Optimization exercise on an open flow, not production practice. RTL: at most simulated, not proved equivalent. Function not checked: runs 1 to 6. Clock network not from TritonCTS: every run shown here. The clock port is an ideal driver here. Power: default activity.

==> design/flow/design.v <==
module CRD(
    input clock,
    input reset,
    input [4:0] data,
    output reg Z,
    output reg ADD,
    output reg DROP,
    output DROP_w
);
reg [4:0] d1, d2;
reg [4:0] Qp;
wire [4:0] flag = d1 ^ {5{d2[4]}};
wire [4:0] pick = {flag[2] & ~flag[1] & ~flag[0],
                   flag[1] & ~flag[0],
                   flag[0],
                   flag[4] & ~flag[3] & ~flag[2] & ~flag[1] & ~flag[0],
                   flag[3] & ~flag[2] & ~flag[1] & ~flag[0]};
wire sel = (d1 != d2) && (|flag);
wire [4:0] Qc = sel ? pick : Qp;
wire ADD_w = Qp[0] & Qc[4];
assign DROP_w = Qp[4] & Qc[0];
always @(posedge clock) begin
    if (reset) begin
        d1 <= 5'b0;
        d2 <= 5'b0;
        Qp <= 5'b00001;
        Z <= 1'b0;
        ADD <= 1'b0;
        DROP <= 1'b0;
    end else begin
        d1 <= data;
        d2 <= d1;
        Qp <= Qc;
        Z <= ADD_w ^ (|(d1 & Qc));
        ADD <= ADD_w;
        DROP <= DROP_w;
    end
end
endmodule
module ad_fifo #(parameter N = 41)
(
    input  Clock, Reset,
    input  Z, Add, Drop, DropNext,
    output reg Underflow, Overflow, Data
);
localparam M = N / 2;           
reg [N-1:2] e_q, f_q;           
reg [N-1:1] d_q;
reg a1, z1;                     
reg [N-1:0] h;                  
reg T;                          
reg go;                         
wire [N-1:0] d = {d_q, Drop};
wire [N-1:0] e = {e_q, a1 | (Add & d_q[1]), Add};
wire [N-1:0] f = {f_q, d_q[1] ? Z : z1, ~Drop & Z};
wire [N-1:0] hs = (h & ~d) | ({1'b0, h[N-1:1]} & {1'b0, d[N-1:1]});
wire sh = ~Reset & (T | ~go);
wire st = ~Reset & go & ~T;
wire [N-1:0] h_n = ({N{sh}} & {h[N-2:0], 1'b0}) | ({N{st}} & hs) |
                   {{(N-1){1'b0}}, Reset};
wire T_n = go & ~T & (|(h & e));
wire data_n = T ? ~Data & ~Overflow : go & (|(h & f));
wire under_n = go & ~T & hs[0] & ~Add & DropNext;
wire over_n = ~T & h[N-1] & e[N-1] & ~d[N-1];
always @(posedge Clock) begin
    e_q <= e[N-2:1];
    f_q <= f[N-2:1];
    a1 <= Add;
    z1 <= Z;
    d_q <= {d_q[N-2:1], Drop};
    h <= h_n;
    if (Reset) begin
        T <= 1'b0;
        go <= 1'b0;
        Data <= 1'b0;
        Underflow <= 1'b0;
        Overflow <= 1'b0;
    end else begin
        T <= T_n;
        go <= go | h[M-1];
        Data <= data_n;
        Underflow <= under_n;
        Overflow <= over_n;
    end
end
endmodule
module dr_core
(
    input        clock_480,
    input        reset,
    input  [4:0] data_in,
    output       data_out,
    output       underflow,
    output       overflow
);
wire z_crd, add_crd, drop_crd, drop_next;
CRD crd(
    .clock(clock_480),
    .reset(reset),
    .data(data_in),
    .Z(z_crd),
    .ADD(add_crd),
    .DROP(drop_crd),
    .DROP_w(drop_next)
);
ad_fifo #(.N(41)) fifo
(
    .Clock(clock_480),
    .Reset(reset),
    .Z(z_crd),
    .Add(add_crd),
    .Drop(drop_crd),
    .DropNext(drop_next),
    .Underflow(underflow),
    .Overflow(overflow),
    .Data(data_out)
);
endmodule
==> design/flow/flow/run.sh <==
#!/bin/bash
# The standard layout, except that the clock tree is built by
# flow/clock_tree.tcl (a two-level tree of inverters) instead of ORFS's CTS.
# Each tool's output goes to a log of its own in this folder.
set -euo pipefail
bash standard.sh place > standard_place.log 2>&1
bash standard.sh run "RUN_SCRIPT=$PWD/flow/clock_tree.tcl" RUN_LOG_NAME_STEM=4_1_cts > clock_tree.log 2>&1
bash standard.sh finish > standard_finish.log 2>&1
==> design/flow/flow/clock_tree.tcl <==
# Clock tree step in place of ORFS's CTS: a two-level tree of inverters.
# The flip-flops are split into eight groups of equal count by location
# (by x, then y, then x); each group is driven by an inv_12 in its middle,
# and each pair of neighbouring groups' inverters by an inv_8 that the clock
# port drives. Two inversions keep every flip-flop on the rising edge.
# The rest of the step is ORFS's cts.tcl: timing repair and legalisation.
utl::set_metrics_stage "cts__{}"
source $::env(SCRIPTS_DIR)/load.tcl
erase_non_stage_variables cts
load_design 3_place.odb 3_place.sdc

set block [ord::get_db_block]
set db [ord::get_db]
set clk_port [get_name [lindex [get_property [lindex [all_clocks] 0] sources] 0]]
set clk_net [[$block findBTerm $clk_port] getNet]

proc loc_x { it } { return [lindex [[$it getInst] getLocation] 0] }
proc loc_y { it } { return [lindex [[$it getInst] getLocation] 1] }
proc by_x { a b } { return [expr {[loc_x $a] - [loc_x $b]}] }
proc by_y { a b } { return [expr {[loc_y $a] - [loc_y $b]}] }

# split the sinks into 8 groups of equal count by recursive bisection,
# alternately by x and by y
proc bisect { items depth } {
  if { $depth == 0 } { return [list $items] }
  if { $depth % 2 } {
    set items [lsort -command by_x $items]
  } else {
    set items [lsort -command by_y $items]
  }
  set m [expr {[llength $items] / 2}]
  return [concat [bisect [lrange $items 0 [expr {$m - 1}]] [expr {$depth - 1}]] \
                 [bisect [lrange $items $m end] [expr {$depth - 1}]]]
}
set groups [bisect [$clk_net getITerms] 3]

# the clock port drives four inverters, one per pair of neighbouring groups;
# each drives one inverter per group, which drives the group's flip-flops
set m_trunk [$db findMaster sky130_fd_sc_hd__inv_8]
set m_leaf [$db findMaster sky130_fd_sc_hd__inv_12]
proc centre { pts } {
  set sx 0
  set sy 0
  foreach p $pts {
    set sx [expr {$sx + [lindex $p 0]}]
    set sy [expr {$sy + [lindex $p 1]}]
  }
  set n [llength $pts]
  return [list [expr {$sx / $n}] [expr {$sy / $n}]]
}
proc add_cell { master name in_net out_net xy } {
  set block [ord::get_db_block]
  set inst [odb::dbInst_create $block $master $name]
  [$inst findITerm A] connect $in_net
  [$inst findITerm Y] connect $out_net
  $inst setLocation [lindex $xy 0] [lindex $xy 1]
  $inst setPlacementStatus PLACED
  return $inst
}
for {set t 0} {$t < 4} {incr t} {
  set trunk [odb::dbNet_create $block "clknet_t${t}_$clk_port"]
  $trunk setSigType CLOCK
  set leaf_xy {}
  foreach k [list [expr {2 * $t}] [expr {2 * $t + 1}]] {
    set g [lindex $groups $k]
    set pts {}
    foreach it $g { lappend pts [list [loc_x $it] [loc_y $it]] }
    set xy [centre $pts]
    lappend leaf_xy $xy
    set leaf [odb::dbNet_create $block "clknet_l${k}_$clk_port"]
    $leaf setSigType CLOCK
    foreach it $g {
      $it disconnect
      $it connect $leaf
    }
    add_cell $m_leaf "clkinv_l${k}_$clk_port" $trunk $leaf $xy
    puts "clock leaf $k: [llength $g] sinks at $xy"
  }
  add_cell $m_trunk "clkinv_t${t}_$clk_port" $clk_net $trunk [centre $leaf_xy]
}
global_connect
set_propagated_clock [all_clocks]

set_placement_padding -global \
  -left $::env(CELL_PAD_IN_SITES_DETAIL_PLACEMENT) \
  -right $::env(CELL_PAD_IN_SITES_DETAIL_PLACEMENT)
detailed_placement
estimate_parasitics -placement
report_clock_skew
report_clock_latency

if { !$::env(SKIP_CTS_REPAIR_TIMING) } {
  repair_timing_helper
  detailed_placement
  check_placement -verbose
}

report_metrics 4 "cts final"
orfs_write_db $::env(RESULTS_DIR)/4_1_cts.odb
orfs_write_sdc $::env(RESULTS_DIR)/4_cts.sdc
==> design/flow/standard.sh <==
#!/bin/bash
# synth_recipe.tcl (not shown) runs the flow's synth.tcl, then flattens the netlist and writes it again
# the make line also repeats each setting of config.mk as NAME=value (left out here)
make -C /OpenROAD-flow-scripts/flow DESIGN_CONFIG=/design/flow/config.mk WORK_HOME=/design/flow/orfs CLKGATE_MAP_FILE= SYNTH_SCRIPT=/design/flow/synth_recipe.tcl "${@:-finish}"
==> design/flow/config.mk <==
export PLATFORM = sky130hd
export DESIGN_NAME = dr_core
export DESIGN_NICKNAME = dr_core
export VERILOG_FILES = /design/flow/design.v
export SDC_FILE = /design/flow/constraint.sdc
export NUM_CORES = 4
export LEC_CHECK = 0
export ABC_AREA = 1
export CAP_MARGIN = 20
export CORE_MARGIN = 2
export CORE_UTILIZATION = 60
export CTS_BUF_LIST = sky130_fd_sc_hd__clkbuf_8
export PLACE_DENSITY = 0.75
export SETUP_SLACK_MARGIN = 2.0
export SLEW_MARGIN = 20
==> design/flow/constraint.sdc <==
create_clock -name core_clock -period 3.3 [get_ports {clock_480}]
set_input_delay 0.6600 -clock core_clock [delete_from_list [all_inputs] [get_ports {clock_480}]]
set_output_delay 0.6600 -clock core_clock [all_outputs]
set_load 0.01 [all_outputs]
==> results of run 1 <==
[sequential cells by signal, indices dropped and copies added (netlist names)]
signal	cells
fifo.a1	1
fifo.Overflow	1
crd.ADD	1
fifo.f_q	39
fifo.go	1
fifo.Data	1
fifo.h	41
crd.DROP	1
fifo.d_q	40
fifo.e_q	39
crd.Z	1
fifo.T	1
crd.Qp	5
fifo.Underflow	1
fifo.z1	1
crd.d1	5
crd.d2	5
[layer usage]
| metal | GRT usage, % | vias up | share of wire, % |
|---|---|---|---|
| li1 | - | 2084 | - |
| met1 | 35.14 | 2067 | 41 |
| met2 | 43.54 | 151 | 50 |
| met3 | 2.566 | 37 | 6.0 |
| met4 | 5.479 | 0 | 3.5 |
| met5 | 0 | - | 0 |
[cells by family after synthesis]
| logic type | Yosys count | share of synthesized area [%] |
|---|---|---|
| xor+xnor | 1 | 0.1561 |
| simple gates | 279 | 20.89 |
| mux | 1 | 0.2007 |
| compound gates | 87 | 7.960 |
| buf+inv | 75 | 5.151 |
| flops | 184 | 65.64 |
[layout make-up]
class | count | area (um^2) | area share, %
multi-input combinational | 369 | 2051 | 30.06
inverter | 77 | 426.7 | 6.253
timing repair buffer | 35 | 503.0 | 7.372
sequential | 184 | 3704 | 54.28
tap | 111 | 138.9 | 2.036
[repair_timing]
action / in CTS / in global routing
pin swaps: 4 / 7
buffers inserted: 10 / 6
setup endpoints to repair: 66 / 53
gates cloned: 7 / 1
resized for setup: 88 / 70
hold endpoints to repair: 0 / 0
[power breakdown]
part,switching [uW],leakage (uW),total [uW],internal [uW]
registers,110,0.00151,2530,2420
logic,107,0.00136,181,73.9
clock network,747,0.0000826,936,188
total,964,0.00295,3640,2680
[synthesized netlist by cell type, drive strengths merged, types with 2 or more instances]
cell / number / area, um^2
nor2: 25 / 103.9
nor3: 4 / 20.02
o21ai: 79 / 395.4
dfxtp: 184 / 3684
nand2: 210 / 810.8
clkbuf: 9 / 33.78
inv: 65 / 244.0
nand3: 12 / 60.06
nand3b: 2 / 15.01
nor4: 4 / 25.02
a21oi: 4 / 20.02
nand4: 21 / 131.4
[through the flow]
stage / worst slack (ns) / instance area, um^2 / hold WS [ns] / utilization (%) / total power [uW]
6_report: 1.644 / 6823 / 0.3471 / 74.55 / 3642
5_1_grt: 1.521 / 6823 / 0.3541 / 74.55 / 3783
3_5_place_dp: 1.023 / 5846 / 0.3349 / 63.87 / 2691
3_3_place_gp: 1.052 / 5846 / 0.3334 / 63.87 / 2681
2_1_floorplan: 1.882 / 5694 / 0.3311 / - / 2629
[worst min-delay path by stage]
stage	startpoint	endpoint	slack [ns]	depth (start not counted)
finish	fifo.f_q[7]	fifo.f_q[8]	0.35	0
global route	fifo.e_q[10]	fifo.e_q[11]	0.35	0
CTS	fifo.f_q[27]	fifo.f_q[28]	0.35	0
global placement	fifo.f_q[11]	fifo.f_q[12]	0.33	0
floorplan	fifo.e_q[9]	fifo.e_q[10]	0.33	0
detailed placement	fifo.f_q[30]	fifo.f_q[31]	0.33	0
==> notes.md, run 1 <==
Worst Setup SP crd.d2[4]; Worst R2R Setup Slack 1.64 ns; Post-Synthesis Cell Area 5612 um^2; Iteration-0 DRC Markers 231; share of cells above drive strength 1 a little over a fifth; commonest non-fill, non-tap cell in the layout dfxtp_1; unrepaired setup endpoints after global routing true; Critical Path Max Stage Delay 0.38 ns; Hold Fails Final Rpt 0; DR vias/cell 5.591; CP dominant cell by count nand3_1; diodes inserted 0; drt wl/cell 17.24 um; post-synth cell types 25; fmax a little over 0.6 GHz; Worst-path clk slew 0.08 ns; commonest cells after routing, fill and taps aside dfxtp_1, nand2_1, inv_1; status finished clean; number of flops mapped to enable cells by yosys 0; slowest stage cell, crit path dfxtp_4; Pleak 0.002948 uW; Synth Instances 627; dpl cells 740; Worst Path Max Fanout 7; initial antenna violation count 0; ys flop type dfxtp_1; # setup viols final 0; Max-Cap Viols 0; Setup Skew 0.005083 ns; Final ANT Viol Nets 0; min Tclk post-route between 1.5 and 2 ns; Synth Register Bits 184; hpwl dp 7896 um; synth-to-layout area growth 21.58%; CP Cell Sequence buf_12 -> xnor2_4 -> nand3_1 -> nand3_1 -> nand3_1 -> nand2_1 -> nor2_2 -> a21oi_2 -> nor2_1; Max Slew Vio Count 0; critical path arrival 1.68 ns; Critical R2R Launch crd.d2[4]; Worst path depth 9; worst path required time 3.32 ns; pin count of the biggest net entering global routing 24; R2R depth 9; Die Y 100.7 um; Critical Path Sink crd.Z; Filler cells around 650; number of global-route vias before repair 4110; Hold Path Class reg2reg; Initial Util 61.31%; Site Rows 35; Power Dens Cells roughly 530 nW/um^2; VDD IR max 0.4408 mV; GRT Util Overall 25.43%; Final Net Count 674; FFs w/ async S/R, synth 0%; Worst Tran Pin Value around 0.86 ns; total gr overflow 0; DR vias 4339; Die W 100.7 um; Die ar. ~10000 um^2; core area approximately 9200 um^2; Tcrit/Tclk final 50.18%; Worst-Skew Late Latency 0.12 ns; FF-to-FF End crd.Z; Rel. slew slack 42.68%; final wirelength approximately 13000 um; first-pass GRT wire length 20470 um; CP Launch Type register; DRC viols 0; Worst Path Buf+Inv 1; critical path class reg2reg; TNS Setup 0 ns; synthesized area per cell 8.950 um^2; drt pass-1 iters 5; I/O pin count 10; port buffer count 9; delay-heaviest family, CP simple AND/OR/NAND/NOR gates; CTS Hold Bufs 0; GPL Wtd Cong 0.9101; synth warn 2; syn_nets between 600 and 700; Non-Filler Instances 776; register area share after synthesis 65.64%; crit end category register
==> inputs of run 2 (changes only) <==
--- a/design/flow/config.mk
+++ b/design/flow/config.mk
@@ -11,5 +11,5 @@
 export CORE_UTILIZATION = 60
 export CTS_BUF_LIST = sky130_fd_sc_hd__clkbuf_8
 export PLACE_DENSITY = 0.75
-export SETUP_SLACK_MARGIN = 2.0
+export SETUP_SLACK_MARGIN = 1.9
 export SLEW_MARGIN = 20
==> run 2 against run 1 <==
Against the previous run:
- still clean
- critical path depth is 4 higher
- synthesized cell count is the same
- sequential cell count unchanged
- synthesized area unchanged
- first-iteration DRC count shrank 39%
- clock power about the same
- design area is 6.8% lower
- combinational power fell by 11%
- critical path type unchanged
- critical endpoint unchanged
- largest power group unchanged
==> notes.md, run 2 <==
Hold Path Class reg2reg; drt pass-1 iters 4 (-1); number of flops mapped to enable cells by yosys 0 (unchanged); total gr overflow 0 (unchanged); register bank with the most flops fifo.h; Setup Skew 0.009972 ns (+0.004890 ns); commonest cells after routing, fill and taps aside nand2_1, dfxtp_1, o21ai_0; GPL Wtd Cong 0.8970 (-1.4%); number of global-route vias before repair 3957 (-3.7%); Worst-path clk slew 0.08 ns (about the same); synthesized area per cell 8.950 um^2 (unchanged); GRT Util Overall 22.65% (-2.8 points); Filler cells 676 (+4.6%); drt wl/cell 15.10 um (-12%); syn_nets 634 (unchanged); hpwl dp 7461 um (-5.5%); first-pass GRT wire length 18590 um (-9.2%); hold endpoint fifo.f_q[34]; synth-to-layout area growth 13.29%; FFs w/ async S/R, synth 0% (unchanged); critical path class reg2reg; DRC viols 0 (unchanged); CTS Hold Bufs 0 (unchanged); Max-Cap Viols 0 (unchanged); Die ar. 10140 um^2 (unchanged); Tcrit/Tclk final 47.69% (-2.5 points); core area 9153 um^2 (unchanged); ys flop type dfxtp_1; Power Total 3618 uW (-0.66%); initial antenna violation count 0 (unchanged); synth warn 2 (unchanged); Worst-Skew Late Latency 0.13 ns (about the same); I/O pin count 10 (unchanged); final wirelength 11580 um (-13%); min Tclk post-route 1.574 ns (-0.08213 ns); Die W 100.7 um (unchanged); Worst R2R Setup Slack 1.73 ns (+0.08 ns); status finished clean; top-area cell type share of the netlist area 65.64% (unchanged); Pleak 0.002469 uW (-16%); synth top area cells dfxtp_1, nand2_1, o21ai_0; CP Launch Type register; Worst Path Max Fanout 6 (-1); VDD IR max 0.2773 mV (-37%); Synth Register Bits 184 (unchanged); DR vias 4098 (-5.6%); Rel. slew slack 79.68% (+37 points); TNS Setup 0 ns (unchanged); port buffer count 9 (unchanged); Synth top cells by count nand2_1, dfxtp_1, o21ai_0, inv_1, nor2_1; Final ANT Viol Nets 0 (unchanged); R2R depth 13 (+4); pin count of the biggest net entering global routing 41 (+71%); Largest register FFs 41 (unchanged); diodes inserted 0 (unchanged); register area share after synthesis 65.64% (unchanged); Post-Synthesis Cell Area 5612 um^2 (unchanged); Final Net Count 665 (-1.3%); Yosys top cell by area dfxtp_1; Synth Instances 627 (unchanged); Die Y 100.7 um (unchanged); Hold Fails Final Rpt 0 (unchanged); # setup viols final 0 (unchanged); crit end category register; Critical R2R Launch crd.d2[4]; Max Slew Vio Count 0 (unchanged); Worst Tran Pin Value 0.3020 ns (-0.5576 ns); DR vias/cell 5.343 (-4.4%); FF-to-FF End crd.Z; share of cells above drive strength 1 10.82% (-11 points); worst path required time 3.33 ns (about the same); Initial Util 61.31% (unchanged); Iteration-0 DRC Markers 140 (-39%); fmax 0.6354 GHz (+5.2%); worst hold path startpoint fifo.f_q[33]; critical path arrival 1.60 ns (-0.08 ns); most numerous cell in the Yosys netlist nand2_1; WHS Path Cells 0 (unchanged); Largest regs fifo.h (41), fifo.d_q (40); Site Rows 35 (unchanged); Power Dens Cells 569.1 nW/um^2 (+6.6%); unrepaired setup endpoints after global routing true; commonest non-fill, non-tap cell in the layout nand2_1; post-synth cell types 25 (unchanged)
run 2: timing repair:
item / CTS / global route
buffers inserted: 8 / 2
gates cloned: 2 / 3
endpoints found under the setup margin: 67 / 16
resized for setup: 33 / 20
pin swaps: 11 / 12
run 2: worst max-delay path: stages, from the launching register on:
cell and delay [ns]:
dfxtp_4 0.41, inv_4 0.06, nand2_2 0.06, nand2_2 0.06, nor2_4 0.15, nand2_2 0.09
nand2_4 0.09, nand3_1 0.09, nand3_1 0.09, nand2_1 0.06, nor2_2 0.12, nand3_1 0.07
nand2_1 0.07, nor2_1 0.04
run 2: layer usage:
metal	wire length [um]	track usage [%]	vias to the layer above	part of all wire (%)
li1	-	-	2057	-
met1	5111	30.06	1940	44
met2	5734	39.95	85	49
met3	568	2.843	16	4.9
met4	170	4.531	0	1.5
met5	0	0	-	0
run 2: worst max-delay path by stage:
| stage | start | endpoint | cells past startpoint |
|---|---|---|---|
| 2_1_floorplan | crd.d2[4] | crd.Z | 12 |
| 5_1_grt | crd.d2[4] | crd.Z | 13 |
| 3_3_place_gp | reset | fifo.Data | 5 |
| 6_report | crd.d2[4] | crd.Z | 13 |
| 3_5_place_dp | reset | fifo.h[4] | 5 |
| 4_1_cts | crd.d2[4] | crd.Z | 10 |
run 2: cell families (layout without fill, tap and decap cells):
logic type / count (synthesis) / count (layout) / synth area share, %
DFF: 184 / 184 / 65.64
AOI/OAI and AO/OA: 87 / 87 / 7.960
and+or+nand+nor: 279 / 279 / 20.89
buffers and inverters: 75 / 104 / 5.151
xor gates and xnor gates: 1 / 1 / 0.1561
muxes: 1 / 1 / 0.2007
run 2: cell type report:
| cell class | instances | area, um^2 | area share [%] |
|---|---|---|---|
| inverters | 77 | 421.7 | 6.633 |
| multi-input cells | 368 | 1753 | 27.57 |
| flip-flops and latches | 184 | 3696 | 58.14 |
| well taps | 111 | 138.9 | 2.185 |
| repair buffers | 27 | 347.8 | 5.471 |
run 2: report_power, final:
part           switching [uW]  internal (uW)
Clock                     746            189
Combinational            92.1           69.0
Sequential                105           2420
Total                     944           2670
run 2: per-stage QoR:
stage | util (%) | instance area [um^2] | worst slack, ns | hold slack (ns) | std cells
2_1_floorplan | - | 5645 | 1.882 | 0.3311 | 627
3_3_place_gp | 63.87 | 5846 | 1.171 | 0.3325 | 740
3_5_place_dp | 63.87 | 5846 | 1.089 | 0.3350 | 740
5_1_grt | 69.46 | 6357 | 1.573 | 0.3545 | 767
6_report | 69.46 | 6357 | 1.726 | 0.3472 | 767
==> inputs of run 3 (changes only) <==
--- a/design/flow/design.v
+++ b/design/flow/design.v
@@ -17,7 +17,10 @@
                    flag[3] & ~flag[2] & ~flag[1] & ~flag[0]};
 wire sel = (d1 != d2) && (|flag);
 wire [4:0] Qc = sel ? pick : Qp;
-wire ADD_w = Qp[0] & Qc[4];
+wire ADD_w = Qp[0] & sel & pick[4];
+wire z_pick = (Qp[0] & pick[4]) ^ (|(d1 & pick));
+wire z_hold = |(d1 & Qp);
+wire z_w = sel ? z_pick : z_hold;
 assign DROP_w = Qp[4] & Qc[0];
 always @(posedge clock) begin
     if (reset) begin
@@ -31,7 +34,7 @@
         d1 <= data;
         d2 <= d1;
         Qp <= Qc;
-        Z <= ADD_w ^ (|(d1 & Qc));
+        Z <= z_w;
         ADD <= ADD_w;
         DROP <= DROP_w;
     end
--- a/design/flow/config.mk
+++ b/design/flow/config.mk
@@ -9,7 +9,6 @@
 export CAP_MARGIN = 20
 export CORE_MARGIN = 2
 export CORE_UTILIZATION = 60
-export CTS_BUF_LIST = sky130_fd_sc_hd__clkbuf_8
 export PLACE_DENSITY = 0.75
-export SETUP_SLACK_MARGIN = 1.9
+export SETUP_SLACK_MARGIN = 1.85
 export SLEW_MARGIN = 20
==> run 3 against run 2 <==
Against the previous run:
- worst hold slack better by 0.0022 ns
- fmax up 2.5%
- critical path depth down 4
- clock power about the same
- combinational power down 11%
- sequential cell count unchanged
- die area up 2.1%
- sequential power down 4%
- global-route usage up 0.27 points
- first-iteration DRC count up 5.0%
- via count up 3.1%
- largest power group unchanged
==> notes.md, run 3 <==
port buffer count 9 (unchanged); delay-heaviest family, CP buffers and inverters; unrepaired setup endpoints after global routing true; TNS Setup 0 ns (unchanged); Yosys top cell by area dfxtp_1; Pleak 0.002834 uW (+15%); fin worst setup slack 1.765 ns (+0.03902 ns); Setup Skew 0.008303 ns (-0.001670 ns); critical path arrival 1.54 ns (-0.06 ns); Worst Path Buf+Inv 5 (+4); Largest regs fifo.h (41), fifo.d_q (40); status finished clean; Place WS 0.8208 ns (-0.2678 ns); register bank with the most flops fifo.h; top-area cell type share of the netlist area 64.24% (-1.4 points); Max Slew Vio Count 0 (unchanged); DR vias 4225 (+3.1%); Power Dens Cells 524.3 nW/um^2 (-7.9%); total gr overflow 0 (unchanged); DRC viols 0 (unchanged); initial antenna violation count 0 (unchanged); synthesized area per cell 8.662 um^2 (-3.2%); number of flops mapped to enable cells by yosys 0 (unchanged); VDD IR max 0.4757 mV (+72%); synth-to-layout area growth 16.12%; synth warn 2 (unchanged); pin count of the biggest net entering global routing 24 (-41%); Tcrit/Tclk final 46.51% (-1.2 points); Iteration-0 DRC Markers 147 (+5.0%); area of the multi-input gates 1982 um^2 (+13%); core area 9240 um^2 (+0.96%); worst path required time 3.30 ns (-0.03 ns); critical path class in2reg; DP Area 5958 um^2 (+1.9%); GRT Util Overall 22.92% (+0.27 points); Final ANT Viol Nets 0 (unchanged); FFs w/ async S/R, synth 0% (unchanged); Rel. slew slack 65.11% (-15 points); Largest register FFs 41 (unchanged); Synth Instances 662 (+5.6%); CP Launch Type input port; final wirelength 11770 um (+1.6%); Worst Path Max Fanout 7 (+1); first-pass GRT wire length 19180 um (+3.2%); CP Cell Sequence buf_6 -> buf_6 -> nor2_4 -> nand2_2 -> clkinvlp_4 -> buf_8 -> buf_8 -> nand2_2 -> o21ai_1; number of global-route vias before repair 4059 (+2.6%); Die W 101.8 um (+1.0%); share of cells above drive strength 1 16.69% (+5.9 points); fmax 0.6515 GHz (+2.5%); fin area 6659 um^2 (+4.7%); Die Y 101.8 um (+1.0%); Critical Path Max Stage Delay 0.16 ns (-0.25 ns); ys flop type dfxtp_1; syn_nets 669 (+5.5%); commonest non-fill, non-tap cell in the layout dfxtp_1; # setup viols final 0 (unchanged); Synth Register Bits 184 (unchanged); Worst-Skew Late Latency 0.12 ns (about the same); drt pass-1 iters 5 (+1); Post-Synthesis Cell Area 5734 um^2 (+2.2%); Storage cell area 3692 um^2 (-0.10%); slowest stage cell, crit path buf_8; Final Net Count 704 (+5.9%); GPL Wtd Cong 0.8670 (-3.3%); Worst Tran Pin Value 0.5213 ns (+0.2193 ns); Hold Path Class reg2reg; Die ar. 10360 um^2 (+2.1%); Initial Util 62.06% (+0.75 points); DR vias/cell 5.127 (-4.0%); drt wl/cell 14.29 um (-5.4%); Hold Fails Final Rpt 0 (unchanged); Synth top cells by count nand2_1, dfxtp_1, o21ai_0, inv_1, nor2_1; Max-Cap Viols 0 (unchanged); most numerous cell in the Yosys netlist nand2_1; I/O pin count 10 (unchanged); crit end category register; Worst-path clk slew 0.08 ns (about the same); synth top area cells dfxtp_1, nand2_1, o21ai_0; Site Rows 35 (unchanged); post-synth cell types 26 (+4.0%); diodes inserted 0 (unchanged); register area share after synthesis 64.24% (-1.4 points); min Tclk post-route 1.535 ns (-0.03902 ns); hpwl dp 7532 um (+0.96%); Filler cells 672 (-0.59%); commonest cells after routing, fill and taps aside dfxtp_1, nand2_1, inv_1
run 3: report_power, final:
group	leakage, uW	internal [uW]	switching, uW
sequential	0.00150	2350	68.3
combinational	0.00125	57.4	85.4
clock	0.0000826	188	746
total	0.00283	2590	900
run 3: metrics by stage:
step,hold WS [ns],power [uW],util (%),std cells
3_5_place_dp,0.3363,2559,64.48,792
5_1_grt,0.3554,3635,72.07,824
6_report,0.3494,3491,72.07,824
3_3_place_gp,0.3330,2553,64.48,792
2_1_floorplan,0.3308,2520,-,662
run 3: path summary, 6_finish.rpt:
| check | from | to | slack (ns) | depth (start not counted) |
|---|---|---|---|---|
| worst max register to register | fifo.T | fifo.h[2] | 1.87 | 7 |
| worst min register to register | fifo.f_q[22] | fifo.f_q[23] | 0.35 | 0 |
| worst min-delay path | fifo.f_q[22] | fifo.f_q[23] | 0.35 | 0 |
| worst max-delay path | reset | fifo.h[2] | 1.77 | 9 |
run 3: worst register-to-register path: cells and delay by family (launching register included):
kind | cells | cell delay [ns]
buf+inv | 3 | 0.44
simple gates | 3 | 0.24
compound gates | 1 | 0.06
flops | 1 | 0.57
run 3: routing by layer:
layer,vias up,track usage (%),part of all wire [%]
met5,-,0,0
met4,0,3.119,1.7
met3,18,1.725,4.1
met2,100,40.13,48
met1,1961,31.99,46
li1,2146,-,-
run 3: kinds of logic (layout without fill, tap and decap cells):
logic type | count (synthesis) | count (layout) | share of synthesized area [%]
AND/OR/NAND/NOR | 293 | 294 | 20.69
flip-flops | 184 | 184 | 64.24
AO/OA/AOI/OAI | 100 | 101 | 9.055
buffers and inverters | 84 | 115 | 5.869
XOR/XNOR | 1 | 1 | 0.1528
run 3: final cells by class:
type                    count  area share, %
repair buffers             31          5.487
inverters                  84          6.877
flip-flops and latches    184          55.45
multi-input cells         396          29.76
well taps                 129          2.424
run 3: what timing repair did:
action	4_1_cts	5_1_grt
endpoints found under the hold margin	0	0
buffers inserted	8	7
cloned	4	1
pin swaps	3	5
setup endpoints to repair	55	50
hold buffers	0	0
gates resized for setup	105	46
==> inputs of run 4 (changes only) <==
--- a/design/flow/config.mk
+++ b/design/flow/config.mk
@@ -5,7 +5,6 @@
 export SDC_FILE = /design/flow/constraint.sdc
 export NUM_CORES = 4
 export LEC_CHECK = 0
-export ABC_AREA = 1
 export CAP_MARGIN = 20
 export CORE_MARGIN = 2
 export CORE_UTILIZATION = 60
==> run 4 against run 3 <==
Against the previous run:
- sequential share of layout area grew 3.2 points
- global-route usage grew 1.6 points
- sequential cell count is the same
- still clean on timing, DRC and antenna
- fmax shrank 3.7%
- wire length grew 7.3%
- critical endpoint is now crd.Qp[4]
==> notes.md, run 4 <==
total gr overflow 0 (unchanged); Max Slew Vio Count 0 (unchanged); GRT Util Overall 24.55% (+1.6 points); delay-heaviest family, CP simple AND/OR/NAND/NOR gates; CTS Hold Bufs 0 (unchanged); number of flops mapped to enable cells by yosys 0 (unchanged); # setup viols final 0 (unchanged); fmax 0.6276 GHz (-3.7%); critical path arrival 1.60 ns (+0.06 ns); syn_nets 501 (-25%); Largest regs fifo.h (41), fifo.d_q (40); Worst-Skew Late Latency 0.12 ns (about the same); unrepaired setup endpoints after global routing true; Non-Filler Instances 637 (-23%); synth warn 2 (unchanged); GPL Wtd Cong 0.9742 (+12%); register bank with the most flops fifo.h; Die ar. 10030 um^2 (-3.1%); min Tclk post-route 1.593 ns (+0.05838 ns); Power Dens Cells 592.8 nW/um^2 (+13%); Rel. slew slack 71.09% (+6.0 points); Hold Path Class reg2reg; Final ANT Viol Nets 0 (unchanged); number of global-route vias before repair 3697 (-8.9%); Initial Util 60.89% (-1.2 points); Storage cell area 3771 um^2 (+2.1%); ys flop type dfxtp_1; FF-to-FF End crd.Qp[4]; DRC viols 0 (unchanged); Pleak 0.002343 uW (-17%); status finished clean; Worst Tran Pin Value 0.4323 ns (-0.08905 ns); dpl cells 596 (-25%); share of cells above drive strength 1 24.90% (+8.2 points); VDD IR max 0.4665 mV (-1.9%); commonest cells after routing, fill and taps aside dfxtp_1, nor2_1, inv_1, a221oi_1, nor3_1; fin worst setup slack 1.707 ns (-0.05838 ns); Critical Path Max Stage Delay 0.55 ns (+0.39 ns); Worst path depth 6 (-3); most numerous cell in the Yosys netlist dfxtp_1; R2R depth 6 (-1); Site Rows 35 (unchanged); commonest non-fill, non-tap cell in the layout dfxtp_1; DR vias/cell 6.017 (+17%); first-pass GRT wire length 19420 um (+1.3%); FFs w/ async S/R, synth 0% (unchanged); Die Y 100.1 um (-1.6%); Post-Synthesis Cell Area 5547 um^2 (-3.3%); CP Launch Type register; area of the multi-input gates 1841 um^2 (-7.1%); slowest stage cell, crit path or4_4; Iteration-0 DRC Markers 242 (+65%); initial antenna violation count 0 (unchanged); Setup Skew 0.007372 ns (-0.0009303 ns); critical path class reg2reg; Worst Path Buf+Inv 1 (-4); worst hold slack 0.3523 ns (+0.002881 ns); Yosys top cell by area dfxtp_1; DR vias 3833 (-9.3%); final wirelength 12630 um (+7.3%); I/O pin count 10 (unchanged); Worst Path Max Fanout 6 (-1); Critical R2R Launch crd.d2[4]; pin count of the biggest net entering global routing 29 (+21%); Synth top cells by count dfxtp_1, a221oi_1, nor2_1, inv_1, nor3_1; Die W 100.1 um (-1.6%); Synth Register Bits 184 (unchanged); worst path required time 3.31 ns (about the same); Final Net Count 535 (-24%); Critical Path Sink crd.Qp[4]; Worst Setup SP crd.d2[4]; Largest register FFs 41 (unchanged); diodes inserted 0 (unchanged); hpwl dp 8306 um (+10%); synthesized area per cell 11.23 um^2 (+30%); crit end category register; synth top area cells dfxtp_1, a221oi_1, nor3_1; CP Cell Sequence or4_4 -> o22ai_4 -> o21bai_4 -> buf_6 -> mux2i_1 -> nor2_1; TNS Setup 0 ns (unchanged); drt wl/cell 19.83 um (+39%); Max-Cap Viols 0 (unchanged); synth-to-layout area growth 15.99%; Synth Instances 494 (-25%); top-area cell type share of the netlist area 66.41% (+2.2 points); Worst-path clk slew 0.08 ns (about the same); Hold Fails Final Rpt 0 (unchanged); core area 9109 um^2 (-1.4%); Filler cells 646 (-3.9%); Worst R2R Setup Slack 1.71 ns (-0.16 ns); drt pass-1 iters 4 (-1); Tcrit/Tclk final 48.28% (+1.8 points); register area share after synthesis 66.41% (+2.2 points); port buffer count 9 (unchanged); post-synth cell types 41 (+58%); Place WS 1.354 ns (+0.5329 ns); worst hold path startpoint fifo.f_q[5]
==> run 4: per-stage QoR <==
step | power [uW] | util [%] | cell area, um^2
after floorplan | 2695 | - | 5550
after global placement | 2795 | 62.69 | 5710
after detailed placement | 2807 | 62.69 | 5710
after global routing | 3955 | 70.63 | 6434
final | 3814 | 70.63 | 6434
==> run 4: repair_timing <==
item                       in CTS  in global routing
buffers inserted               18                 10
pin swaps                      12                 15
setup endpoints to repair      55                 46
gates resized for setup        86                 23
gates cloned                    0                  1
==> run 4: routing by layer <==
| metal | track usage [%] | vias to the layer above | wire, um |
|---|---|---|---|
| li1 | - | 1833 | - |
| met1 | 37.20 | 1881 | 5871 |
| met2 | 38.31 | 97 | 5757 |
| met3 | 2.716 | 22 | 735 |
| met4 | 5.374 | 0 | 269 |
| met5 | 0 | - | 0 |
==> run 4: logic make-up (layout without fill, tap and decap cells) <==
logic type | count (synthesis) | in the layout | share of synthesized area, %
flip-flops | 184 | 184 | 66.41
AND/OR/NAND/NOR | 137 | 138 | 12.18
AO/OA/AOI/OAI | 97 | 97 | 14.82
buffers and inverters | 64 | 95 | 4.557
XOR/XNOR | 7 | 7 | 1.105
multiplexers | 5 | 5 | 0.9249
==> run 4: cell type report <==
type | count | area share, %
Inverter | 54 | 5.173
Multi-Input combinational cell | 247 | 28.61
Sequential cell | 184 | 58.62
Tap cell | 111 | 2.159
Timing Repair Buffer | 41 | 5.445
==> run 4: report_power, final <==
group / internal, uW / switching [uW]
clock network: 189 / 748
logic: 167 / 164
registers: 2380 / 166
total: 2740 / 1080
==> run 4: how the worst min path moves through the flow <==
stage                        end  slack, ns  cells past startpoint
floorplan            fifo.d_q[1]       0.32                      0
global placement     fifo.f_q[6]       0.33                      0
detailed placement  fifo.f_q[35]       0.34                      0
CTS                  fifo.e_q[8]       0.35                      0
global route        fifo.e_q[37]       0.36                      0
finish               fifo.f_q[6]       0.35                      0
==> inputs of run 5 (changes only) <==
--- a/design/flow/design.v
+++ b/design/flow/design.v
@@ -57,10 +57,7 @@
 wire [N-1:0] e = {e_q, a1 | (Add & d_q[1]), Add};
 wire [N-1:0] f = {f_q, d_q[1] ? Z : z1, ~Drop & Z};
 wire [N-1:0] hs = (h & ~d) | ({1'b0, h[N-1:1]} & {1'b0, d[N-1:1]});
-wire sh = ~Reset & (T | ~go);
-wire st = ~Reset & go & ~T;
-wire [N-1:0] h_n = ({N{sh}} & {h[N-2:0], 1'b0}) | ({N{st}} & hs) |
-                   {{(N-1){1'b0}}, Reset};
+wire [N-1:0] h_n = (T | ~go) ? {h[N-2:0], 1'b0} : hs;
 wire T_n = go & ~T & (|(h & e));
 wire data_n = T ? ~Data & ~Overflow : go & (|(h & f));
 wire under_n = go & ~T & hs[0] & ~Add & DropNext;
@@ -71,14 +68,15 @@
     a1 <= Add;
     z1 <= Z;
     d_q <= {d_q[N-2:1], Drop};
-    h <= h_n;
     if (Reset) begin
+        h <= {{(N-1){1'b0}}, 1'b1};
         T <= 1'b0;
         go <= 1'b0;
         Data <= 1'b0;
         Underflow <= 1'b0;
         Overflow <= 1'b0;
     end else begin
+        h <= h_n;
         T <= T_n;
         go <= go | h[M-1];
         Data <= data_n;
--- a/design/flow/config.mk
+++ b/design/flow/config.mk
@@ -5,6 +5,7 @@
 export SDC_FILE = /design/flow/constraint.sdc
 export NUM_CORES = 4
 export LEC_CHECK = 0
+export ABC_AREA = 1
 export CAP_MARGIN = 20
 export CORE_MARGIN = 2
 export CORE_UTILIZATION = 60
==> run 5 against run 4 <==
Against the previous run:
- still clean
- sequential share of layout area is 2.1 points lower
- sequential cell count did not move
- fmax is 9.9% higher
- synthesized area is 3.9% higher
- setup slack improved by 0.14 ns
- synthesized cell count rose by 27%
- clock skew about the same
- power decreased by 0.55%
- wire length down 3.3%
- register-to-register slack better by 0.15 ns
- critical path depth grew 1
- critical path type is now in2reg
- largest cell class unchanged
- largest power group unchanged
==> notes.md, run 5 <==
status finished clean; register bank with the most flops fifo.h; CP dominant cell by count buf_12; Critical Path Sink fifo.h[21]; sequential power share 66.7% (about the same); Critical Path Max Stage Delay 0.14 ns (-0.41 ns); Die Y 102.0 um (+1.8%); worst hold slack 0.3463 ns (-0.005917 ns); drt pass-1 iters 5 (+1); clock power share 24.7% (about the same); Non-Filler Instances 787 (+24%); dpl cells 753 (+26%); Hold Fails Final Rpt 0 (unchanged); Setup Skew 0.007579 ns (+0.0002070 ns); slowest stage cell, crit path buf_12; unrepaired setup endpoints after global routing true; Largest regs fifo.h (41), fifo.d_q (40); Post-Synthesis Cell Area 5762 um^2 (+3.9%); diodes inserted 0 (unchanged); Worst Path Buf+Inv 5 (+4); Max-Cap Viols 0 (unchanged); top-area cell type share of the netlist area 63.93% (-2.5 points); Rel. slew slack 58.85% (-12 points); Worst-Skew Late Latency 0.12 ns (about the same); initial antenna violation count 0 (unchanged); Initial Util 62.06% (+1.2 points); top routing layer in use met4; fmax 0.6900 GHz (+9.9%); Iteration-0 DRC Markers 180 (-26%); Die W 102.0 um (+1.8%); Worst-path clk slew 0.08 ns (about the same); Critical R2R Launch crd.d2[4]; core area 9284 um^2 (+1.9%); CTS Hold Bufs 0 (unchanged); I/O pin count 10 (unchanged); R2R depth 12 (+6); Final Net Count 667 (+25%); routed wire length on met3 590 um (-20%); TNS Setup 0 ns (unchanged); worst path required time 3.35 ns (+0.04 ns); share of cells above drive strength 1 13.07% (-12 points); FFs w/ async S/R, synth 0% (unchanged); register area share after synthesis 63.93% (-2.5 points); VDD IR max 0.4052 mV (-13%); syn_nets 635 (+27%); number of flops mapped to enable cells by yosys 0 (unchanged); number of global-route vias before repair 3949 (+6.8%); commonest cells after routing, fill and taps aside dfxtp_1, nand2_1, inv_1; first-pass GRT wire length 18700 um (-3.7%); fin worst setup slack 1.851 ns (+0.1440 ns); Largest register FFs 41 (unchanged); port buffer count 9 (unchanged); Worst R2R Setup Slack 1.86 ns (+0.15 ns); CP Launch Type input port; pin count of the biggest net entering global routing 41 (+41%); Met2 Wirelength 6060 um (+5.3%); Worst Setup SP reset; Synth Register Bits 184 (unchanged); synth-to-layout area growth 13.72%; min Tclk post-route 1.449 ns (-0.1440 ns); worst hold path startpoint crd.DROP; crit end category register; critical path class in2reg; Final ANT Viol Nets 0 (unchanged); Filler cells 712 (+10%); commonest non-fill, non-tap cell in the layout dfxtp_1; Max Slew Vio Count 0 (unchanged); Worst Path Max Fanout 6 (unchanged); Site Rows 35 (unchanged); Switch Pwr 1059 uW (-1.7%); M1 wire length 5395 um (-8.1%); drt wl/cell 15.53 um (-22%); Hold Path Class reg2reg; Place WS 0.8045 ns (-0.5492 ns); DR vias 4277 (+12%); Yosys top cell by area dfxtp_1; DR vias/cell 5.435 (-9.7%); hpwl dp 7639 um (-8.0%); delay-heaviest family, CP buffers and inverters; total gr overflow 0 (unchanged); # setup viols final 0 (unchanged); most numerous cell in the Yosys netlist dfxtp_1; Worst path depth 7 (+1); CP Cell Sequence buf_4 -> buf_12 -> clkinvlp_4 -> buf_12 -> buf_8 -> o21ai_1 -> a21oi_1; synthesized area per cell 9.175 um^2 (-18%); Synth top cells by count dfxtp_1, nand2_1, inv_1, a21oi_1, o21ai_0; Die ar. 10400 um^2 (+3.7%); Tcrit/Tclk final 43.92% (-4.4 points); synth warn 2 (unchanged); final wirelength 12220 um (-3.3%); Sw Share 27.93% (-0.32 points); Power Dens Cells 578.8 nW/um^2 (-2.4%); Synth Instances 628 (+27%); ys flop type dfxtp_1; DRC viols 0 (unchanged); synth top area cells dfxtp_1, nand2_1, a22oi_1; critical path arrival 1.50 ns (-0.10 ns); Power Internal 2733 uW (-0.11%); Pleak 0.002613 uW (+12%); GRT Util Overall 22.29% (-2.3 points); Gate power share 8.6% (about the same); Worst Tran Pin Value 0.6166 ns (+0.1843 ns); post-synth cell types 26 (-37%); GPL Wtd Cong 0.9127 (-6.3%); FF-to-FF End crd.Z
## run 5: cell count changes after synthesis, moves of 11 or more
cell,change
a221oi_1,-50
a22oi_1,+20
o21ai_0,+42
nor3_1,-37
nor2b_1,-11
nand2_1,+123
a21oi_1,+44
inv_1,+32
nor2_1,-11
## run 5: metrics by stage
step	cell area (um^2)	utilization [%]	total power [uW]
final	6553	70.58	3793
after global routing	6553	70.58	3959
after detailed placement	5967	64.27	2803
after global placement	5967	64.27	2788
after floorplan	5762	-	2713
## run 5: worst min-delay path by stage
stage               depth (start not counted)      endpoint
floorplan                                   0   fifo.d_q[1]
global placement                            0  fifo.f_q[22]
detailed placement                          0  fifo.e_q[11]
CTS                                         0  fifo.f_q[13]
global route                                0   fifo.d_q[1]
finish                                      0   fifo.d_q[1]
## run 5: power by group through the flow
stage	registers, uW	logic [uW]	clock network [uW]
finish	2530	328	936
detailed placement	2570	235	0
global placement	2560	225	0
global route	2550	364	1050
floorplan	2520	190	0
CTS	2520	280	955
## run 5: cell families after synthesis
family | synth area share [%]
DFF | 63.93
AOI/OAI and AO/OA | 13.94
xor gates and xnor gates | 0.1520
and+or+nand+nor | 15.61
buffers and inverters | 6.363
## run 5: cell type report
cell class / instances / area (um^2) / share of cell area, %
timing repair inverter: 1 / 7.507 / 0.1146
multi-input combinational: 354 / 1812 / 27.65
tap: 129 / 161.4 / 2.463
sequential: 184 / 3701 / 56.48
timing repair buffer: 31 / 401.6 / 6.129
inverter: 88 / 469.2 / 7.161
## run 5: what timing repair did
action	4_1_cts	5_1_grt
cloned	5	3
setup buffers	6	8
pin swaps	2	12
setup endpoints to repair	55	48
gates resized for setup	30	52
## run 5: metal layers
metal	vias to the layer above	global-route usage, %
met5	-	0
met1	2049	30.79
met2	100	38.41
li1	2112	-
met4	0	4.205
met3	16	2.599
==> inputs of run 6 (changes only) <==
--- a/design/flow/config.mk
+++ b/design/flow/config.mk
@@ -10,5 +10,5 @@
 export CORE_MARGIN = 2
 export CORE_UTILIZATION = 60
 export PLACE_DENSITY = 0.75
-export SETUP_SLACK_MARGIN = 1.85
+export SETUP_SLACK_MARGIN = 1.75
 export SLEW_MARGIN = 20
==> run 6 against run 5 <==
Against the previous run:
- highest routed layer unchanged
- via count shrank 4.0%
- still clean
- final cell count down 1.3%
- sequential cell count unchanged
- combinational power down 17%
- power fell by 1.5%
- largest power group unchanged
==> notes.md, run 6 <==
area of the multi-input gates 1742 um^2 (-3.9%); DR vias 4104 (-4.0%); share of cells above drive strength 1 7.562% (-5.5 points); VDD IR max 0.3848 mV (-5.0%); Worst Path Buf+Inv 4 (-1); Power Total 3734 uW (-1.5%); Max Slew Vio Count 0 (unchanged); crit end category register; Power Dens Cells 592.2 nW/um^2 (+2.3%); critical path arrival 1.56 ns (+0.06 ns); Hold Path Class reg2reg; Worst Tran Pin Value 0.5048 ns (-0.1118 ns); Final ANT Viol Nets 0 (unchanged); synth top area cells dfxtp_1, nand2_1, a22oi_1; synthesized area per cell 9.175 um^2 (unchanged); CTS Hold Bufs 0 (unchanged); Synth Register Bits 184 (unchanged); Worst-Skew Late Latency 0.12 ns (about the same); Worst R2R Setup Slack 1.82 ns (-0.04 ns); hpwl dp 7639 um (unchanged); FF-to-FF End crd.Z; Hold Fails Final Rpt 0 (unchanged); Worst-path clk slew 0.08 ns (about the same); initial antenna violation count 0 (unchanged); min Tclk post-route 1.511 ns (+0.06205 ns); post-synth cell types 26 (unchanged); port buffer count 9 (unchanged); most numerous cell in the Yosys netlist dfxtp_1; Synth top cells by count dfxtp_1, nand2_1, inv_1, a21oi_1, o21ai_0; CP Launch Type input port; synth-to-layout area growth 9.446%; top-area cell type share of the netlist area 63.93% (unchanged); I/O pin count 10 (unchanged); Largest regs fifo.h (41), fifo.d_q (40); number of flops mapped to enable cells by yosys 0 (unchanged); Largest register FFs 41 (unchanged); Worst Path Max Fanout 12 (+6); synth warn 2 (unchanged); Die W 102.0 um (unchanged); Tcrit/Tclk final 45.80% (+1.9 points); fmax 0.6617 GHz (-4.1%); Storage cell area 3691 um^2 (-0.27%); commonest cells after routing, fill and taps aside dfxtp_1, nand2_1, inv_1; register area share after synthesis 63.93% (unchanged); drt wl/cell 14.31 um (-7.9%); DRC viols 0 (unchanged); Max-Cap Viols 0 (unchanged); ys flop type dfxtp_1; Rel. slew slack 66.27% (+7.4 points); DR vias/cell 5.282 (-2.8%); Yosys top cell by area dfxtp_1; Final Net Count 657 (-1.5%); FFs w/ async S/R, synth 0% (unchanged); Critical Path Sink fifo.h[37]; total gr overflow 0 (unchanged); Met2 Wirelength 5295 um (-13%); pin count of the biggest net entering global routing 41 (unchanged); critical path class in2reg; Setup Skew 0.005762 ns (-0.001817 ns); register bank with the most flops fifo.h; TNS Setup 0 ns (unchanged); Post-Synthesis Cell Area 5762 um^2 (unchanged); final wirelength 11120 um (-9.0%); delay-heaviest family, CP buffers and inverters; Critical Path Max Stage Delay 0.23 ns (+0.09 ns); Pleak 0.002516 uW (-3.7%); top routing layer in use met4; fin area 6306 um^2 (-3.8%); unrepaired setup endpoints after global routing true; slowest stage cell, crit path clkdlybuf4s15_2; diodes inserted 0 (unchanged); R2R depth 12 (unchanged); GPL Wtd Cong 0.9127 (unchanged); DP Area 5967 um^2 (unchanged); Worst Setup SP reset; status finished clean; Die ar. 10400 um^2 (unchanged); Iteration-0 DRC Markers 176 (-2.2%); Filler cells 751 (+5.5%); Die Y 102.0 um (unchanged); commonest non-fill, non-tap cell in the layout dfxtp_1; worst path required time 3.35 ns (about the same); Worst path depth 6 (-1); Initial Util 62.06% (unchanged); CP Cell Sequence clkdlybuf4s15_2 -> buf_12 -> clkinvlp_4 -> buf_6 -> o21ai_0 -> a21oi_1; first-pass GRT wire length 18310 um (-2.1%); # setup viols final 0 (unchanged); core area 9284 um^2 (unchanged); routed wire length on met3 458 um (-22%); GRT Util Overall 21.79% (-0.51 points); Critical R2R Launch crd.d1[2]; M1 wire length 5163 um (-4.3%); Synth Instances 628 (unchanged); number of global-route vias before repair 3882 (-1.7%); drt pass-1 iters 4 (-1); Site Rows 35 (unchanged); syn_nets 635 (unchanged)
## run 6: changes by cell type in the layout (fill, tap and decap cells not counted), sizes merged
cell / previous run / this run
buf: 20 / 11
clkbuf: 2 / 0
clkdlybuf4s15: 0 / 1
## run 6: worst min path at each step
stage                       from            to  slack, ns  cells past startpoint
CTS                 fifo.f_q[12]  fifo.f_q[13]       0.35                      0
floorplan               crd.DROP   fifo.d_q[1]       0.33                      0
global route        fifo.f_q[20]  fifo.f_q[21]       0.36                      0
global placement    fifo.f_q[21]  fifo.f_q[22]       0.33                      0
detailed placement  fifo.e_q[10]  fifo.e_q[11]       0.34                      0
finish              fifo.e_q[10]  fifo.e_q[11]       0.34                      0
## run 6: per-stage QoR
stage	worst slack, ns	cells	utilization [%]	hold WS, ns
global route	1.700	777	67.92	0.3566
global placement	0.9499	753	64.27	0.3323
floorplan	1.905	628	-	0.3308
detailed placement	0.8045	753	64.27	0.3350
finish	1.789	777	67.92	0.3450
## run 6: worst reg2reg max path, stage by stage (launching register included)
cell and delay (ns):
dfxtp_1 0.40, inv_1 0.12, nand2_1 0.08, nand2_1 0.06, nand2_1 0.11, nor2_4 0.05
nand2_2 0.07, nand2_4 0.09, buf_4 0.15, inv_2 0.05, nand2_1 0.05, nor2_1 0.11
nor2_1 0.05
## run 6: cells by family (layout without fill, tap and decap cells)
logic type | after synthesis | in the layout | share of synthesized area [%]
buf+inv | 92 | 110 | 6.363
compound gates | 138 | 138 | 13.94
simple gates | 213 | 215 | 15.61
flops | 184 | 184 | 63.93
xor+xnor | 1 | 1 | 0.1520
## run 6: per-layer routing
metal,track usage [%],up-vias
li1,-,2084
met1,29.86,1944
met2,37.50,58
met3,2.531,18
met4,4.718,0
met5,0,-
## run 6: cell type report
type                            count  area share (%)
Inverter                           88           7.440
Multi-Input combinational cell    354           27.62
Sequential cell                   184           58.53
Tap cell                          129           2.560
Timing Repair Buffer               21           3.730
Timing Repair inverter              1          0.1190
## run 6: repair_timing
action | 4_1_cts | 5_1_grt
buffers inserted | 1 | 7
setup endpoints to repair | 52 | 32
gates cloned | 4 | 0
resized for setup | 16 | 9
pin swaps | 1 | 1
## run 6: power by group
group | internal (uW) | total, uW | switching, uW
registers | 2390 | 2520 | 128
clock network | 189 | 939 | 750
logic | 117 | 272 | 155
total | 2700 | 3730 | 1030
==> inputs of run 7 (changes only) <==
--- a/design/flow/design.v
+++ b/design/flow/design.v
@@ -7,34 +7,33 @@
     output reg DROP,
     output DROP_w
 );
-reg [4:0] d1, d2;
-reg [4:0] Qp;
-wire [4:0] flag = d1 ^ {5{d2[4]}};
-wire [4:0] pick = {flag[2] & ~flag[1] & ~flag[0],
-                   flag[1] & ~flag[0],
-                   flag[0],
-                   flag[4] & ~flag[3] & ~flag[2] & ~flag[1] & ~flag[0],
-                   flag[3] & ~flag[2] & ~flag[1] & ~flag[0]};
-wire sel = (d1 != d2) && (|flag);
-wire [4:0] Qc = sel ? pick : Qp;
-wire ADD_w = Qp[0] & sel & pick[4];
-wire z_pick = (Qp[0] & pick[4]) ^ (|(d1 & pick));
-wire z_hold = |(d1 & Qp);
-wire z_w = sel ? z_pick : z_hold;
-assign DROP_w = Qp[4] & Qc[0];
+reg [4:0] data_r;
+reg [4:0] Q;
+reg p0, p4;
+wire [4:0] flag_w = data ^ {5{data_r[4]}};
+wire [4:0] pick = {flag_w[2] & ~flag_w[1] & ~flag_w[0],
+                   flag_w[1] & ~flag_w[0],
+                   flag_w[0],
+                   flag_w[4] & ~flag_w[3] & ~flag_w[2] & ~flag_w[1] & ~flag_w[0],
+                   flag_w[3] & ~flag_w[2] & ~flag_w[1] & ~flag_w[0]};
+wire [4:0] Q_w = ((data != data_r) && (|pick)) ? pick : Q;
+wire ADD_w = p0 & Q[4];
+assign DROP_w = p4 & Q[0];
 always @(posedge clock) begin
     if (reset) begin
-        d1 <= 5'b0;
-        d2 <= 5'b0;
-        Qp <= 5'b00001;
+        data_r <= 5'b0;
+        Q <= 5'b00001;
+        p0 <= 1'b1;
+        p4 <= 1'b0;
         Z <= 1'b0;
         ADD <= 1'b0;
         DROP <= 1'b0;
     end else begin
-        d1 <= data;
-        d2 <= d1;
-        Qp <= Qc;
-        Z <= z_w;
+        data_r <= data;
+        Q <= Q_w;
+        p0 <= Q[0];
+        p4 <= Q[4];
+        Z <= ADD_w ^ (|(data_r & Q));
         ADD <= ADD_w;
         DROP <= DROP_w;
     end
--- a/design/flow/config.mk
+++ b/design/flow/config.mk
@@ -9,6 +9,7 @@
 export CAP_MARGIN = 20
 export CORE_MARGIN = 2
 export CORE_UTILIZATION = 60
+export CTS_BUF_LIST = sky130_fd_sc_hd__clkbuf_8
 export PLACE_DENSITY = 0.75
 export SETUP_SLACK_MARGIN = 1.75
 export SLEW_MARGIN = 20
==> run 7 against run 6 <==
Against the previous run:
- fmax increased by 2.5%
- clock power decreased by 1%
- wire length increased by 4.2%
- core utilization decreased by 0.32 points
- still clean on timing, DRC and antenna
- clock skew increased by 0.0014 ns
- first-iteration DRC count decreased by 18%
- global-route usage increased by 1.4 points
- final cell count decreased by 2.8%
==> notes.md, run 7 <==
# setup viols final 0 (unchanged); sequential power share 67.3% (-0.3 points); syn_nets 633 (-0.31%); critical path class in2reg; Worst-Skew Late Latency 0.12 ns (about the same); Critical Path Max Stage Delay 0.15 ns (-0.08 ns); CP Cell Sequence buf_2 -> inv_2 -> nand2_1 -> nand2_1 -> nor2_2 -> nand2_2 -> nand2_4 -> nand3_2 -> nand2_2 -> nor2_1; synth warn 2 (unchanged); DR vias 4099 (-0.12%); clock power share 26.0% (+0.9 points); Synth Instances 626 (-0.32%); min Tclk post-route 1.474 ns (-0.03739 ns); drt pass-1 iters 5 (+1); diodes inserted 0 (unchanged); number of global-route vias before repair 4049 (+4.3%); synth top area cells dfxtp_1, nand2_1, a22oi_1; CP Launch Type input port; FFs w/ async S/R, synth 0% (unchanged); Die W 101.2 um (-0.75%); Iteration-0 DRC Markers 145 (-18%); slowest stage cell, crit path nor2_2; CTS Hold Bufs 0 (unchanged); GPL Wtd Cong 0.8295 (-9.1%); initial antenna violation count 1 (+1); synth-to-layout area growth 9.618%; commonest cells after routing, fill and taps aside dfxtp_1, nand2_1, inv_1; VDD IR max 0.3787 mV (-1.6%); Largest regs fifo.h (41), fifo.d_q (40); GRT Util Overall 23.15% (+1.4 points); Setup Skew 0.007167 ns (+0.001405 ns); Worst Tran Pin Value 0.4007 ns (-0.1041 ns); Die Y 101.2 um (-0.75%); Tcrit/Tclk final 44.67% (-1.1 points); most numerous cell in the Yosys netlist dfxtp_1; Core Util, Final 67.61% (-0.32 points); drt wl/cell 15.35 um (+7.3%); Max Slew Vio Count 0 (unchanged); share of cells above drive strength 1 9.317% (+1.8 points); pin count of the biggest net entering global routing 79 (+93%); unrepaired setup endpoints after global routing false; Site Rows 35 (unchanged); core area 9196 um^2 (-0.94%); Hold Path Class reg2reg; Initial Util 61.67% (-0.39 points); Final ANT Viol Nets 0 (unchanged); Worst-path clk slew 0.08 ns (about the same); Worst Path Buf+Inv 2 (-2); Yosys top cell by area dfxtp_1; final wirelength 11590 um (+4.2%); delay-heaviest family, CP simple AND/OR/NAND/NOR gates; Die ar. 10250 um^2 (-1.5%); I/O pin count 10 (unchanged); register bank with the most flops fifo.h; port buffer count 9 (unchanged); register area share after synthesis 63.89% (about the same); Largest register FFs 41 (unchanged); Switch Pwr 984.5 uW (-4.7%); commonest non-fill, non-tap cell in the layout dfxtp_1; Gate power share 6.7% (-0.6 points); post-synth cell types 30 (+15%); hpwl dp 7461 um (-2.3%); Synth top cells by count dfxtp_1, nand2_1, inv_1, a21oi_1, o21ai_0; first-pass GRT wire length 19340 um (+5.6%); TNS Setup 0 ns (unchanged); Power Dens Cells 575.4 nW/um^2 (-2.8%); top-area cell type share of the netlist area 63.89% (about the same); DRC viols 0 (unchanged); Sw Share 27.52% (-0.15 points); total gr overflow 0 (unchanged); worst path required time 3.32 ns (-0.03 ns); DR vias/cell 5.429 (+2.8%); critical path arrival 1.49 ns (-0.07 ns); crit end category register; fmax 0.6784 GHz (+2.5%); Power Internal 2593 uW (-4.0%); Synth Register Bits 181 (-1.6%); Rel. slew slack 73.05% (+6.8 points); Max-Cap Viols 0 (unchanged); number of flops mapped to enable cells by yosys 0 (unchanged); Worst Path Max Fanout 7 (-5); Pleak 0.002602 uW (+3.4%); status finished clean; ys flop type dfxtp_1; synthesized area per cell 9.060 um^2 (-1.2%); Hold Fails Final Rpt 0 (unchanged); Final Net Count 653 (-0.61%); Post-Synthesis Cell Area 5672 um^2 (-1.6%)
run 7: changes by cell type after synthesis, sizes merged, moves of 3 or more:
cell | previous run | this run
nand3 | 10 | 17
nand4 | 13 | 2
inv | 76 | 62
nand2 | 142 | 173
dfxtp | 184 | 181
buf | 3 | 8
a22o | 4 | 0
clkbuf | 13 | 6
o21ai | 46 | 40
run 7: final timing paths:
check,start,end,slack (ns),depth (start not counted)
hold / removal,fifo.e_q[16],fifo.e_q[17],0.35,0
hold reg to reg,fifo.e_q[16],fifo.e_q[17],0.35,0
setup reg to reg,crd.data_r[4],crd.Q[2],1.92,9
setup / recovery,data_in[2],crd.Q[2],1.83,10
run 7: power by group through the flow:
stage | clock, uW | sequential [uW] | combinational [uW]
floorplan | 0 | 2410 | 160
global placement | 0 | 2450 | 191
detailed placement | 0 | 2450 | 199
CTS | 954 | 2400 | 232
global route | 1040 | 2420 | 271
finish | 930 | 2410 | 241
run 7: area by class of cell:
class                   instances  area [um^2]
fillers                       752         2979
well taps                     111        138.9
flip-flops and latches        181         3625
inverters                      75        434.2
multi-input cells             369         1804
repair buffers                 19        215.2
run 7: metal layers:
| metal | global-route usage, % | up-vias | share of wire (%) |
|---|---|---|---|
| met5 | 0 | - | 0.11 |
| met4 | 5.717 | 2 | 2.4 |
| met3 | 2.484 | 25 | 5.0 |
| met2 | 40.91 | 97 | 49 |
| met1 | 30.59 | 1910 | 44 |
| li1 | - | 2065 | - |
run 7: timing repair:
| item | in CTS | in global routing |
|---|---|---|
| resized for setup | 38 | 19 |
| setup buffers | 3 | 2 |
| setup endpoints to repair | 51 | 44 |
| cloned | 4 | 0 |
| pin swaps | 7 | 9 |
| hold endpoints to repair | 0 | 0 |
run 7: kinds of logic after synthesis:
| kind of cell | synth area share [%] |
|---|---|
| and+or+nand+nor | 17.38 |
| DFF | 63.89 |
| AOI/OAI and AO/OA | 12.97 |
| buffers and inverters | 5.471 |
| xor gates and xnor gates | 0.2869 |
run 7: stage by stage:
step / hold slack [ns] / std cells / area [um^2] / setup WS [ns] / total power (uW)
6_report: 0.3479 / 755 / 6217 / 1.826 / 3578
5_1_grt: 0.3535 / 755 / 6217 / 1.753 / 3733
3_3_place_gp: 0.3322 / 734 / 5844 / 1.165 / 2637
3_5_place_dp: 0.3349 / 734 / 5844 / 1.132 / 2648
2_1_floorplan: 0.3308 / 626 / 5672 / 1.884 / 2572
==> inputs of run 8 (changes only) <==
--- a/design/flow/flow/clock_tree.tcl
+++ b/design/flow/flow/clock_tree.tcl
@@ -1,6 +1,6 @@
 # Clock tree step in place of ORFS's CTS: a two-level tree of inverters.
 # The flip-flops are split into eight groups of equal count by location
-# (by x, then y, then x); each group is driven by an inv_12 in its middle,
+# (by x, then y, then x); each group is driven by an inv_8 in its middle,
 # and each pair of neighbouring groups' inverters by an inv_8 that the clock
 # port drives. Two inversions keep every flip-flop on the rising edge.
 # The rest of the step is ORFS's cts.tcl: timing repair and legalisation.
@@ -37,7 +37,7 @@
 # the clock port drives four inverters, one per pair of neighbouring groups;
 # each drives one inverter per group, which drives the group's flip-flops
 set m_trunk [$db findMaster sky130_fd_sc_hd__inv_8]
-set m_leaf [$db findMaster sky130_fd_sc_hd__inv_12]
+set m_leaf [$db findMaster sky130_fd_sc_hd__inv_8]
 proc centre { pts } {
   set sx 0
   set sy 0
==> run 8 against run 7 <==
Against the previous run:
- still clean
- clock power decreased by 11%
- global-route usage decreased by 0.35 points
- fmax decreased by 2.2%
- synthesized area unchanged
- die area unchanged
- power decreased by 2.9%
- worst hold slack improved by 0.00051 ns
- core utilization decreased by 0.19 points
- setup slack got worse by 0.034 ns
- clock skew increased by 0.0021 ns
- wire length increased by 0.49%
- final cell count increased by 0.26%
- critical endpoint is now fifo.h[40]
- largest power group unchanged
==> notes.md, run 8 <==
Largest register FFs 41 (unchanged); unrepaired setup endpoints after global routing false; GPL Wtd Cong 0.8295 (unchanged); syn_nets 633 (unchanged); port buffer count 9 (unchanged); register area share after synthesis 63.89% (unchanged); synth top area cells dfxtp_1, nand2_1, a22oi_1; number of flops mapped to enable cells by yosys 0 (unchanged); Hold Path Class reg2reg; Final Net Count 655 (+0.31%); DR vias 4080 (-0.46%); Die Y 101.2 um (unchanged); final wirelength 11640 um (+0.49%); Tcrit/Tclk final 45.69% (+1.0 points); Iteration-0 DRC Markers 162 (+12%); crit end category register; Final ANT Viol Nets 0 (unchanged); VDD IR max 0.4336 mV (+15%); diodes inserted 0 (unchanged); drt wl/cell 15.38 um (+0.23%); Worst Path Max Fanout 14 (+7); most numerous cell in the Yosys netlist dfxtp_1; core area 9196 um^2 (unchanged); Die ar. 10250 um^2 (unchanged); initial antenna violation count 0 (-1); Worst-path clk slew 0.10 ns (+0.02 ns); register bank with the most flops fifo.h; Initial Util 61.67% (unchanged); Power Dens Cells 560.6 nW/um^2 (-2.6%); Setup Skew 0.009263 ns (+0.002096 ns); CTS Hold Bufs 0 (unchanged); worst path required time 3.38 ns (+0.06 ns); fmax 0.6633 GHz (-2.2%); synth-to-layout area growth 9.310%; # setup viols final 0 (unchanged); synthesized area per cell 9.060 um^2 (unchanged); drt pass-1 iters 5 (unchanged); FFs w/ async S/R, synth 0% (unchanged); commonest cells after routing, fill and taps aside dfxtp_1, nand2_1, inv_1; hpwl dp 7461 um (unchanged); synth warn 2 (unchanged); Synth top cells by count dfxtp_1, nand2_1, inv_1, a21oi_1, o21ai_0; first-pass GRT wire length 19100 um (-1.2%); pin count of the biggest net entering global routing 79 (unchanged); CP Launch Type input port; GRT Util Overall 22.80% (-0.35 points); DR vias/cell 5.390 (-0.73%); number of global-route vias before repair 4047 (-0.049%); Max-Cap Viols 0 (unchanged); min Tclk post-route 1.508 ns (+0.03367 ns); Synth Register Bits 181 (unchanged); I/O pin count 10 (unchanged); Place WS 1.132 ns (unchanged); Die W 101.2 um (unchanged); commonest non-fill, non-tap cell in the layout dfxtp_1; DP Area 5844 um^2 (unchanged); fin area 6200 um^2 (-0.28%); Post-Synthesis Cell Area 5672 um^2 (unchanged); Synth Instances 626 (unchanged); Worst-Skew Late Latency 0.13 ns (about the same); share of cells above drive strength 1 8.978% (-0.34 points); post-synth cell types 30 (unchanged); top-area cell type share of the netlist area 63.89% (unchanged); fin worst setup slack 1.792 ns (-0.03367 ns); Max Slew Vio Count 0 (unchanged); critical path arrival 1.58 ns (+0.09 ns); Rel. slew slack 74.40% (+1.4 points); critical path class in2reg; Worst Tran Pin Value 0.3806 ns (-0.02012 ns); Hold Fails Final Rpt 0 (unchanged); worst hold slack 0.3484 ns (+0.0005120 ns); DRC viols 0 (unchanged); status finished clean; Yosys top cell by area dfxtp_1; TNS Setup 0 ns (unchanged); total gr overflow 0 (unchanged); ys flop type dfxtp_1; Power Total 3476 uW (-2.9%); Site Rows 35 (unchanged); Largest regs fifo.h (41), fifo.d_q (40); Pleak 0.002607 uW (+0.16%)
[run 8: changes by cell type in the layout (fill, tap and decap cells not counted), moves of 2 or more]
| cell | before | now |
|---|---|---|
| inv_12 | 8 | 0 |
| inv_8 | 5 | 13 |
| buf_4 | 4 | 6 |
| nand2_1 | 160 | 162 |
| nand2_2 | 11 | 9 |
| o21ai_0 | 38 | 36 |
| o21ai_1 | 1 | 3 |
[run 8: final timing paths]
path	slack, ns	end	depth (start not counted)	from
setup reg to reg	1.93	crd.Q[2]	9	crd.data_r[4]
hold reg to reg	0.35	fifo.e_q[5]	0	fifo.e_q[4]
hold / removal	0.35	fifo.e_q[5]	0	fifo.e_q[4]
setup / recovery	1.79	fifo.h[40]	6	reset
[run 8: worst max-delay path, cell delays in order]
cell           delay [ns]
dlygate4sd2_1        0.24
buf_6                0.13
buf_4                0.18
nor2_1               0.21
nand3b_1             0.10
nand2_1              0.06
[run 8: where the power goes]
part / switching, uW / internal, uW / total [uW]
clock: 676 / 150 / 826
sequential: 104 / 2300 / 2410
combinational: 138 / 105 / 243
[run 8: kinds of logic (layout without fill, tap and decap cells)]
| logic type | after synthesis | after routing | synth area share (%) |
|---|---|---|---|
| AO/OA/AOI/OAI | 127 | 127 | 12.97 |
| XOR/XNOR | 1 | 2 | 0.2869 |
| buffers and inverters | 77 | 96 | 5.471 |
| flip-flops | 181 | 181 | 63.89 |
| AND/OR/NAND/NOR | 240 | 240 | 17.38 |
[run 8: area by class of cell]
class | instances | area, um^2
fillers | 762 | 2997
multi-input cells | 369 | 1794
repair buffers | 21 | 247.7
inverters | 75 | 394.1
flip-flops and latches | 181 | 3625
well taps | 111 | 138.9
[run 8: timing repair]
item / 4_1_cts / 5_1_grt
resized for setup: 34 / 17
buffers inserted: 3 / 4
setup endpoints to repair: 51 / 44
gates cloned: 4 / 0
pin swaps: 7 / 5
[run 8: stage by stage]
step	instances	util (%)
after floorplan	626	-
after global placement	734	63.55
after detailed placement	734	63.55
after global routing	757	67.42
final	757	67.42
[run 8: metal layers]
metal | part of all wire [%] | GRT usage, % | vias to the layer above | wire (um)
met2 | 49 | 40.35 | 93 | 5712
met3 | 5.0 | 2.899 | 23 | 585
met1 | 44 | 29.68 | 1901 | 5079
met4 | 2.3 | 5.821 | 0 | 266
li1 | - | - | 2063 | -
met5 | 0 | 0 | - | 0
